Context: an optimization exercise on an open-source flow, tuned for small area and a short achievable clock period. The choices shown serve that exercise and are no tape-out recipe. At most, simulation tests tie the RTL to the original design; equivalence was not proved. No functional check of the RTL was part of runs 2 and 3. Power is estimated from default activity; no workload was simulated.

## flow/design.v (module list and top-level ports; edited modules follow where they fit)
// module mk_mac: 957 lines
module mk_mac(CLK,
	      RST_N,
	      put_inp_A_a,
	      EN_put_inp_A,
	      RDY_put_inp_A,
	      put_inp_B_b,
	      EN_put_inp_B,
	      RDY_put_inp_B,
	      put_inp_C_c,
	      EN_put_inp_C,
	      RDY_put_inp_C,
	      put_inp_sel_sel,
	      EN_put_inp_sel,
	      RDY_put_inp_sel,
	      get_mac_op,
	      RDY_get_mac_op);
  // ...
==> flow/flow/run.sh <==
#!/bin/bash
# Layout flow: the standard synthesis; then the combinational logic of its
# netlist is re-mapped by ABC with every flip-flop instance (name, cell type,
# connections) kept as it is, and the result is checked equivalent to the
# standard netlist (if the check fails, the standard netlist is used); then
# the standard layout steps, with faster port buffers and a tighter
# timing-repair target.  Each tool writes its own log here.
set -e
W=$(pwd)
ABC_D=9.0          # delay target (ps) for the gate sizing in ABC
bash standard.sh synth > synth.log 2>&1

RES=$(dirname "$(find "$W/orfs/results" -name 1_2_yosys.v | head -1)")
LOGD=$(dirname "$(find "$W/orfs/logs" -name 1_2_yosys.log | head -1)")
OBJ=$(dirname "$(find "$W/orfs/objects" -name abc.constr | head -1)")
LIB="$FLOW_HOME/platforms/$FLOW_PLATFORM/lib/sky130_fd_sc_hd__tt_025C_1v80.lib"
YOSYS=$(command -v yosys || echo "$FLOW_HOME/../tools/install/yosys/bin/yosys")
DU=$(grep -o -- '-dont_use [A-Za-z0-9_]*' "$LOGD/1_2_yosys.log" | sort -u | tr '\n' ' ')
KEEP="=sky130_fd_sc_hd__dfxtp_1 =sky130_fd_sc_hd__edfxtp_1 =sky130_fd_sc_hd__conb_1"
cp "$RES/1_2_yosys.v" "$W/std_netlist.v"

sed -e "s#@LIB@#$LIB#g" -e "s#@KEEP@#$KEEP#g" -e "s#@IN@#$W/std_netlist.v#g" \
    -e "s#@SCRIPT@#$W/flow/resyn.abc#g" -e "s#@DU@#$DU#g" -e "s#@CONSTR@#$OBJ/abc.constr#g" \
    -e "s#@D@#$ABC_D#g" -e "s#@OUT@#$W/resyn_netlist.v#g" flow/resyn.ys.in > resyn.ys
sed -e "s#@LIB@#$LIB#g" -e "s#@GOLD@#$W/std_netlist.v#g" -e "s#@GATE@#$W/resyn_netlist.v#g" \
    flow/equiv.ys.in > equiv.ys

if "$YOSYS" -l resyn.log resyn.ys > /dev/null 2>&1 &&
   "$YOSYS" -l equiv.log equiv.ys > /dev/null 2>&1 &&
   grep -q "Equivalence successfully proven" equiv.log; then
  cp "$W/resyn_netlist.v" "$RES/1_2_yosys.v"
  bash standard.sh synth > synth2.log 2>&1
else
  echo "re-mapping not used" > resyn_skipped.txt
fi

bash standard.sh "BUFFER_PORTS_ARGS=-buffer_cell sky130_fd_sc_hd__buf_2" SETUP_SLACK_MARGIN=6.25 finish > layout.log 2>&1
==> flow/flow/equiv.ys.in <==
# Equivalence of the re-mapped netlist with the standard one; the flip-flops
# pair up by instance name.
read_liberty -wb -ignore_miss_func @LIB@
read_verilog @GOLD@
rename mk_mac gold
read_verilog @GATE@
rename mk_mac gate
flatten -wb gold gate
opt_clean gold gate
async2sync
equiv_make gold gate equiv
hierarchy -top equiv
equiv_simple
equiv_status
==> flow/flow/resyn.abc <==
strash
&get -n
&st
&dch -f
&nf
&st
&dch -f
&nf
&put
buffer -c
upsize -c
dnsize -c
==> flow/flow/resyn.ys.in <==
# Re-map the combinational logic of the standard synthesis netlist, keeping
# every flip-flop instance (name, cell type and connections) as it is.
read_liberty -wb -ignore_miss_func @LIB@
setattr -mod -set keep_hierarchy 1 @KEEP@
read_verilog @IN@
hierarchy -top mk_mac
flatten -wb
opt -purge
abc -script @SCRIPT@ -liberty @LIB@ @DU@ -constr @CONSTR@ -D @D@
opt_clean -purge
hilomap -singleton -hicell sky130_fd_sc_hd__conb_1 HI -locell sky130_fd_sc_hd__conb_1 LO
insbuf -buf sky130_fd_sc_hd__buf_4 A X
splitnets
opt_clean -purge
stat -liberty @LIB@
write_verilog -noattr -noexpr -nohex -nodec @OUT@
==> flow/standard.sh <==
#!/bin/bash
# synth_recipe.tcl (not shown) runs the flow's synth.tcl, then flattens the netlist and writes it again
# the make line also repeats each setting of config.mk as NAME=value (left out here)
make -C /OpenROAD-flow-scripts/flow DESIGN_CONFIG=/design/flow/config.mk WORK_HOME=/design/flow/orfs CLKGATE_MAP_FILE= SYNTH_SCRIPT=/design/flow/synth_recipe.tcl "${@:-finish}"
==> flow/config.mk <==
export PLATFORM = sky130hd
export DESIGN_NAME = mk_mac
export DESIGN_NICKNAME = mk_mac
export VERILOG_FILES = /design/flow/design.v
export SDC_FILE = /design/flow/constraint.sdc
export NUM_CORES = 8
export LEC_CHECK = 0
export ABC_AREA = 0
export CAP_MARGIN = 0
export CORE_MARGIN = 2
export CORE_UTILIZATION = 65
export CTS_CLUSTER_DIAMETER = 100
export CTS_CLUSTER_SIZE = 30
export PLACE_DENSITY = 0.75
export SLEW_MARGIN = 0
==> flow/constraint.sdc <==
create_clock -name core_clock -period 9.0 [get_ports {CLK}]
set_input_delay 1.8000 -clock core_clock [delete_from_list [all_inputs] [get_ports {CLK}]]
set_output_delay 1.8000 -clock core_clock [all_outputs]
set_load 0.01 [all_outputs]
==> impl_metrics.toml, run 1 <==
[sta]
report.final.slew_viol_count = 0
fin_crit_ns = 2.84
fin_tns_setup_ns = 0
finalWorstSetupSlack_ns = 6.16
rsz0062_at_grt = "yes"

[worst_setup_path]
path_depth = 1
reg2reg_slack_ns = 6.35
cp_cell_sequence = "buf_6"
cpPeakStageDelay_ns = 0.34
crit_path_start_kind = "flip-flop"
critical_path.top_delay_family = "flip-flops"

[power_and_ir_drop]
power_switching_mw = 2.72
maxPowerGroup = "sequential cells"
seqPwrFrac_pct = 51.2
power_density_nw_per_um2 = 306
pwr.group.clock_mw = 1.35
comb-power_mw = 2.50
p_leak_nw = 10.2
finalPower_mw = 7.88

[final_layout]
clk_share_pct = 2.78
multiInputGateArea_um2 = 9540
seq_cells = 636
comb.multi_input.count = 1477
fin_nets = 2421
final_common_cell = "dfxtp_1"
layout.cells.non_filler = 2827

[floorplanning]
die_h_um = 195
num_rows = 69
taps = 461

[global_route]
grt_usage_pct = 25.2
grt-ovfl-total = 0

[clock_network]
cts_tree = "built"
hold_buffers = 0
post_cts_buffers = 4
clock_path_buffers = 3

[outcome]
outcome = "timing/DRC/antenna clean"

[placement]
io_buffer_count = 102
dp_cells = 2755
pre_cts_slack_ns = 5.94

[min_path]
min_from = "t4_e[6]"

[drt]
met1_length_mm = 21.4

[synth]
synth_cells = 2265
==> inputs of run 2 (changes only) <==
--- a/flow/design.v
+++ b/flow/design.v
@@ -408,22 +408,19 @@
   wire [15:0] c_fl = ({16{i8_q[1]}} & c_o) | ({16{~i8_q[1] & ~i8_q[0]}} & c_z);
   wire [31:0] i8_res = {i8_ch ^ c_fl, i8_lo};
   wire [7:0] m1 = t1_p[15] ? t1_p[15:8] : t1_p[14:7];
   wire g1 = t1_p[15] ? t1_p[8] : t1_p[7];
   wire r1 = t1_p[15] ? t1_p[7] : t1_p[6];
   wire st1 = t1_p[15] ? (t1_p[6:0] != 7'd0) : (t1_p[5:0] != 6'd0);
   wire rnd1 = r1 & (g1 | st1);
   wire [8:0] m9 = {1'b0, m1} + {8'd0, rnd1};
-  wire [7:0] e1p1 = t1_e + 8'd1;
-  wire [7:0] e1p2 = t1_e + 8'd2;
-  wire       mcy = rnd1 & (m1 == 8'hff);
-  wire [7:0] e1 = (t1_p[15] & mcy) ? e1p2 : (t1_p[15] | mcy) ? e1p1 : t1_e;
-  wire       e1max = (t1_p[15] & mcy) ? (t1_e == 8'd253) :
-                     (t1_p[15] | mcy) ? (t1_e == 8'd254) : (t1_e == 8'd255);
+  wire       mcy = m9[8];
+  wire [7:0] e1 = t1_e + {6'd0, t1_p[15] & mcy, t1_p[15] ^ mcy};
+  wire       e1max = (e1 == 8'd255);
   wire [6:0] f1 = e1max ? 7'd0 : m9[6:0];
   reg        t2_s;
   reg [7:0]  t2_e;
   reg [6:0]  t2_f;
   reg [31:0] t2_c;
   always @(posedge CLK) begin
     t2_s <= t1_s;
     t2_e <= e1;
--- a/flow/flow/run.sh
+++ b/flow/flow/run.sh
@@ -29,9 +29,9 @@
    "$YOSYS" -l equiv.log equiv.ys > /dev/null 2>&1 &&
    grep -q "Equivalence successfully proven" equiv.log; then
   cp "$W/resyn_netlist.v" "$RES/1_2_yosys.v"
   bash standard.sh synth > synth2.log 2>&1
 else
   echo "re-mapping not used" > resyn_skipped.txt
 fi
 
-bash standard.sh "BUFFER_PORTS_ARGS=-buffer_cell sky130_fd_sc_hd__buf_2" SETUP_SLACK_MARGIN=6.25 finish > layout.log 2>&1
+bash standard.sh "BUFFER_PORTS_ARGS=-buffer_cell sky130_fd_sc_hd__buf_2" SETUP_SLACK_MARGIN=6.15 finish > layout.log 2>&1
--- a/flow/config.mk
+++ b/flow/config.mk
@@ -5,11 +5,11 @@
 export SDC_FILE = /design/flow/constraint.sdc
 export NUM_CORES = 8
 export LEC_CHECK = 0
 export ABC_AREA = 0
 export CAP_MARGIN = 0
 export CORE_MARGIN = 2
 export CORE_UTILIZATION = 65
 export CTS_CLUSTER_DIAMETER = 100
-export CTS_CLUSTER_SIZE = 30
+export CTS_CLUSTER_SIZE = 32
 export PLACE_DENSITY = 0.75
 export SLEW_MARGIN = 0
==> run 2 against run 1 <==
- combinational power increased by 7%
- critical path depth unchanged
- global-route usage increased by 0.86 points
- largest cell class unchanged
- flip-flop and latch count unchanged
- count of clock-buffer cells in the layout decreased by 4
- still clean on timing, DRC and antenna
==> impl_metrics.toml, run 2 <==
[drt]
wl_met2_mm = 24.7
firstDrtPassIters = 5
drt_wl_total_mm = 51.0
post_drt_wl_per_cell_um = 18.0
post-route-drc-count = 0
ant_nets = 0
viasPerCell = 5.70
dr.first_iter.drc_count = 1087
met1_length_mm = 22.1
met3_length_mm = 2.19
vias = 16124
dr.max_layer_used = "met4"

[global_route]
antenna_found_initial = 1
grt_usage_pct = 26.1
grt_max_degree = 65
grt_pass1_vias = 15270
grt-ovfl-total = 0
grt_pass1_wl_mm = 79.5

[flow_run]
max_cap_viol_count = 0

[clock_network]
cts_buffers = 23
cts_root_buf = "clkbuf_16"
hold_buffers = 0
clock_path_buffers = 3
cts_tree = "built"
cts_sinks = 636
clk_pin_slew_ns = 0.11
clk_latency_ns = 0.59
h-tree-depth = 1

[floorplanning]
coreArea_um2 = 36400
ios = 108
num_rows = 70
initial_utilization_pct = 65.8
die_h_um = 196
die_width_um = 196
die-area_um2 = 38400

[final_layout]
multiInputGateArea_um2 = 9750
final_common_cell = "dfxtp_1"
final_cell_mix = "dfxtp_1 (521), nor2_1 (192), nand2_1 (192), xnor2_1 (149), o21ai_0 (101)"
drive_above_1_share_pct = 11.4
ff_latch_area_um2 = 13700
syn2layout_area_growth_pct = 7.63
fin_nets = 2419
n_antenna_cell = 0
fillerInstances = 2661

[sta]
slew_headroom_pct = 29.6
finalHoldViolations = 0
finalCritPeriodShare_pct = 31.7
finClkSkew_ns = 0.0285
fin_crit_ns = 2.85
finalWorstSetupSlack_ns = 6.15
report.final.slew_viol_count = 0
max_freq_mhz = 350
setup_violations = 0
fin_tns_setup_ns = 0
rsz0062_at_grt = "yes"
worst_pin_slew_ns = 1.05

[min_path]
min_path_type = "reg -> reg"

[synth]
synth_area_per_cell_um2 = 10.5
synth.cell_area_um2 = 24000
yosys_warnings = 1
synth_cells = 2279

[worst_setup_path]
worst-path-max-fanout = 1
crit_type = "reg -> out"
worstPathArrival_ns = 1.05
cpPeakStageDelay_ns = 0.35
cp-end-kind = "primary output"
required_ns = 7.20
critical_path.top_delay_family = "flip-flops"
cp.buffers_inverters = 1
slowest_stage = "dfxtp_2"
crit_path_start_kind = "flip-flop"
cp_cell_sequence = "buf_6"

[placement]
pre_cts_slack_ns = 5.80
gp_congestion = 0.929
io_buffer_count = 102
hpwl_mm = 38.0

[power_and_ir_drop]
clockPowerShare_pct = 15.8
power_switching_mw = 2.82
p_sw_share_pct = 35.1
seqPwrFrac_pct = 51.0
vdd_drop_max_v = 0.000220
power_density_nw_per_um2 = 312
power_frac_comb_pct = 33.2
p_int_mw = 5.22
p_leak_nw = 10.2

[outcome]
outcome = "timing/DRC/antenna clean"
[run 2: metrics by stage]
stage          area [um^2]  power, mW  util [%]  hold slack, ns  cells
2_1_floorplan        24000       6.01         -           0.310   2283
3_3_place_gp         24800       6.66      68.1           0.310   2777
3_5_place_dp         24800       6.73      68.1           0.312   2777
4_1_cts              25500       7.98      70.1           0.325   2815
5_1_grt              25800       8.51      70.8           0.334   2829
6_report             25800       8.04      70.8           0.328   2829
[run 2: final cells by class]
| class | count | share of cell area [%] |
|---|---|---|
| flip-flops and latches | 636 | 53.3 |
| multi-input cells | 1495 | 37.8 |
| repair buffers | 127 | 3.19 |
| clock buffers | 35 | 2.41 |
| well taps | 468 | 2.27 |
| inverters | 65 | 0.946 |
| clock inverters | 3 | 0.0679 |
[run 2: per-layer routing]
metal | track usage [%] | vias to the layer above
li1 | - | 8030
met3 | 2.68 | 102
met1 | 33.7 | 7507
met2 | 45.4 | 485
met4 | 9.82 | 0
met5 | 0 | -
[run 2: power groups by stage]
stage | logic [mW] | registers [mW] | clock network (mW)
final | 2.67 | 4.10 | 1.27
after global placement | 2.53 | 4.13 | 0
after detailed placement | 2.57 | 4.16 | 0
after floorplan | 2.11 | 3.91 | 0
after global routing | 2.93 | 4.18 | 1.40
after CTS | 2.59 | 4.09 | 1.30
[run 2: repair_timing]
action,4_1_cts,5_1_grt
gates resized for setup,19,33
setup endpoints to repair,63,74
pin swaps,0,1
buffers inserted,0,13
cloned,0,1
[run 2: final timing paths]
check                  start             end  slack (ns)  cells past startpoint
hold / removal        t8[14]          t9[14]        0.33                      0
setup reg to reg     rg_B[7]        t3_cf[7]        6.25                      9
setup / recovery  rg_out[21]  get_mac_op[21]        6.15                      1
hold reg to reg       t8[14]          t9[14]        0.33                      0
==> inputs of run 3 (changes only) <==
==> flow/flow/resyn.abc (replaced) <==
strash
&get -n
&st
&syn2
&dch -f
&nf
&put
buffer -c
upsize -c
dnsize -c
==> run 3 against run 2 <==
- combinational power down 2%
- critical path depth unchanged
- synthesized cell count down 1.1%
- clock skew up 0.0044 ns
- flip-flop and latch count unchanged
- critical path type unchanged
- area after synthesis down 0.59%
- clock power up 6%
- cell area up 0.24%
- non-clock buffer count up 6
- final cell count down 0.60%
- register-to-register slack worse by 0.09 ns
==> impl_metrics.toml, run 3 <==
[outcome]
outcome = "timing/DRC/antenna clean"

[worst_setup_path]
cp-end-kind = "primary output"
worst-path-max-fanout = 1
required_ns = 7.20
worstPathArrival_ns = 1.04
slowest_stage = "dfxtp_2"
crit_path_start_kind = "flip-flop"
crit_type = "reg -> out"
cp_cell_sequence = "buf_6"
critical_path.top_delay_family = "flip-flops"
cpPeakStageDelay_ns = 0.37
cp.buffers_inverters = 1

[clock_network]
cts_sinks = 636
clk_pin_slew_ns = 0.12
hold_buffers = 0
clk_latency_ns = 0.58
cts_buffers = 24
cts_tree = "built"
clock_path_buffers = 3
h-tree-depth = 1
cts_root_buf = "clkbuf_16"

[floorplanning]
die_h_um = 195
initial_utilization_pct = 65.5
die_width_um = 195
num_rows = 70
die-area_um2 = 38200
coreArea_um2 = 36300
ios = 108

[drt]
vias = 15673
ant_nets = 0
post_drt_wl_per_cell_um = 18.0
dr.first_iter.drc_count = 814
viasPerCell = 5.57
post-route-drc-count = 0
firstDrtPassIters = 5
drt_wl_total_mm = 50.6

[sta]
setup_violations = 0
slew_headroom_pct = 17.4
finClkSkew_ns = 0.0329
rsz0062_at_grt = "yes"
finalHoldViolations = 0
fin_tns_setup_ns = 0
finalCritPeriodShare_pct = 31.6
report.final.slew_viol_count = 0
max_freq_mhz = 352
worst_pin_slew_ns = 1.24
fin_crit_ns = 2.84

[global_route]
grt_usage_pct = 26.4
grt_pass1_vias = 15149
grt_max_degree = 103
grt-ovfl-total = 0
grt_pass1_wl_mm = 79.8
antenna_found_initial = 0

[final_layout]
n_antenna_cell = 0
fillerInstances = 2704
final_common_cell = "dfxtp_1"
drive_above_1_share_pct = 13.4
fin_nets = 2404
multiInputGateArea_um2 = 9750
final_cell_mix = "dfxtp_1 (500), nor2_1 (212), nand2_1 (199), xnor2_1 (157), a21oi_1 (120)"
ff_latch_area_um2 = 13800
final_util_pct = 71.1
syn2layout_area_growth_pct = 8.52

[placement]
gp_congestion = 0.915
io_buffer_count = 102
hpwl_mm = 37.8

[power_and_ir_drop]
power_frac_comb_pct = 32.7
p_int_mw = 5.26
power_switching_mw = 2.74
p_leak_nw = 10.2
vdd_drop_max_v = 0.000232
clockPowerShare_pct = 16.7
seqPwrFrac_pct = 50.5
p_sw_share_pct = 34.2
power_density_nw_per_um2 = 310

[synth]
yosys_warnings = 1
synth_cells = 2255
synth_area_per_cell_um2 = 10.6
synth.cell_area_um2 = 23800

[flow_run]
max_cap_viol_count = 0

[min_path]
min_path_type = "reg -> reg"
[run 3: cell types whose count changed in the layout (fill, tap and decap cells not counted), moves of 12 or more]
| cell | before | now |
|---|---|---|
| dfxtp_2 | 15 | 35 |
| a21oi_1 | 99 | 120 |
| nor2_1 | 192 | 212 |
| a22oi_1 | 31 | 8 |
| dfxtp_1 | 521 | 500 |
| xor2_1 | 72 | 93 |
| o21ai_0 | 101 | 89 |
| inv_1 | 63 | 45 |
| o21ai_1 | 23 | 2 |
| o22ai_1 | 31 | 17 |
| nand4_1 | 32 | 19 |
[run 3: metal layers]
| metal | wire length, um | GRT usage (%) | share of wire [%] | up-vias |
|---|---|---|---|---|
| li1 | - | - | - | 7863 |
| met3 | 1930 | 2.26 | 3.8 | 88 |
| met4 | 1570 | 8.20 | 3.1 | 0 |
| met2 | 24900 | 46.4 | 49 | 382 |
| met1 | 22300 | 34.7 | 44 | 7340 |
| met5 | 0 | 0 | 0 | - |
[run 3: power groups by stage]
stage	Clock (mW)	Sequential (mW)	Combinational [mW]
floorplan	0	3.87	2.00
global placement	0	4.08	2.42
detailed placement	0	4.10	2.45
CTS	1.36	4.04	2.51
global route	1.46	4.12	2.89
finish	1.34	4.04	2.62
[run 3: path summary, 6_finish.rpt]
check / to / start / slack, ns / depth (start not counted)
setup reg to reg: t1_q[0] / t0_r1[8] / 6.16 / 10
setup / recovery: get_mac_op[24] / rg_out[24] / 6.16 / 1
hold reg to reg: t2_c[5] / t1_c[5] / 0.32 / 0
hold / removal: t2_c[5] / t1_c[5] / 0.32 / 0
[run 3: area by class of cell]
type / instances / share of cell area [%]
inverters: 46 / 0.668
clock inverters: 2 / 0.160
well taps: 468 / 2.27
multi-input cells: 1492 / 37.7
flip-flops and latches: 636 / 53.3
clock buffers: 35 / 2.57
repair buffers: 133 / 3.33
[run 3: timing repair]
action                                  in CTS  in global routing
cloned                                       0                  0
pin swaps                                    7                 18
resized for setup                           32                 62
endpoints found under the setup margin      49                 74
setup buffers                                7                 14
[run 3: stage by stage]
stage / hold slack (ns) / total power [mW] / cells / worst slack [ns] / area (um^2)
finish: 0.324 / 8.00 / 2812 / 6.16 / 25900
global route: 0.332 / 8.47 / 2812 / 6.05 / 25900
CTS: 0.327 / 7.91 / 2798 / 6.13 / 25600
detailed placement: 0.312 / 6.55 / 2754 / 5.61 / 24700
global placement: 0.310 / 6.50 / 2754 / 5.72 / 24700
floorplan: 0.310 / 5.88 / 2259 / 6.20 / 23800

-- what the ideal ports hide --
The results above use ideal ports. As a check the final layouts listed here were re-extracted and re-timed, cells and wires unchanged.
Step 1, drivers: a clkbuf_16 drives CLK and a buf_2 each remaining input, both assumed.
Step 2 adds t to the input delays and takes it off the output delays; t is the mean of the earliest and latest rising clock arrival at the registers after step 1. Input paths then give back, and output paths get back, about the clock's delay inside the block.
a / b / c = ideal ports / drivers / drivers and shift; a / b = the first two.
run | t, ns | slack for setup (ns) | clock arrival spread, ns | worst data-port slew with drivers (ns) | pins driven straight from the clock port
run 1 | 0.633 | 6.163 / 6.107 / 6.203 | 0.027 / 0.027 | 0.03 | 1
run 2 | 0.627 | 6.146 / 6.097 / 6.211 | 0.031 / 0.031 | 0.04 | 1
run 3 | 0.624 | 6.155 / 6.101 / 6.159 | 0.035 / 0.036 | 0.05 | 1
After both steps setup and hold are still met in every run listed.
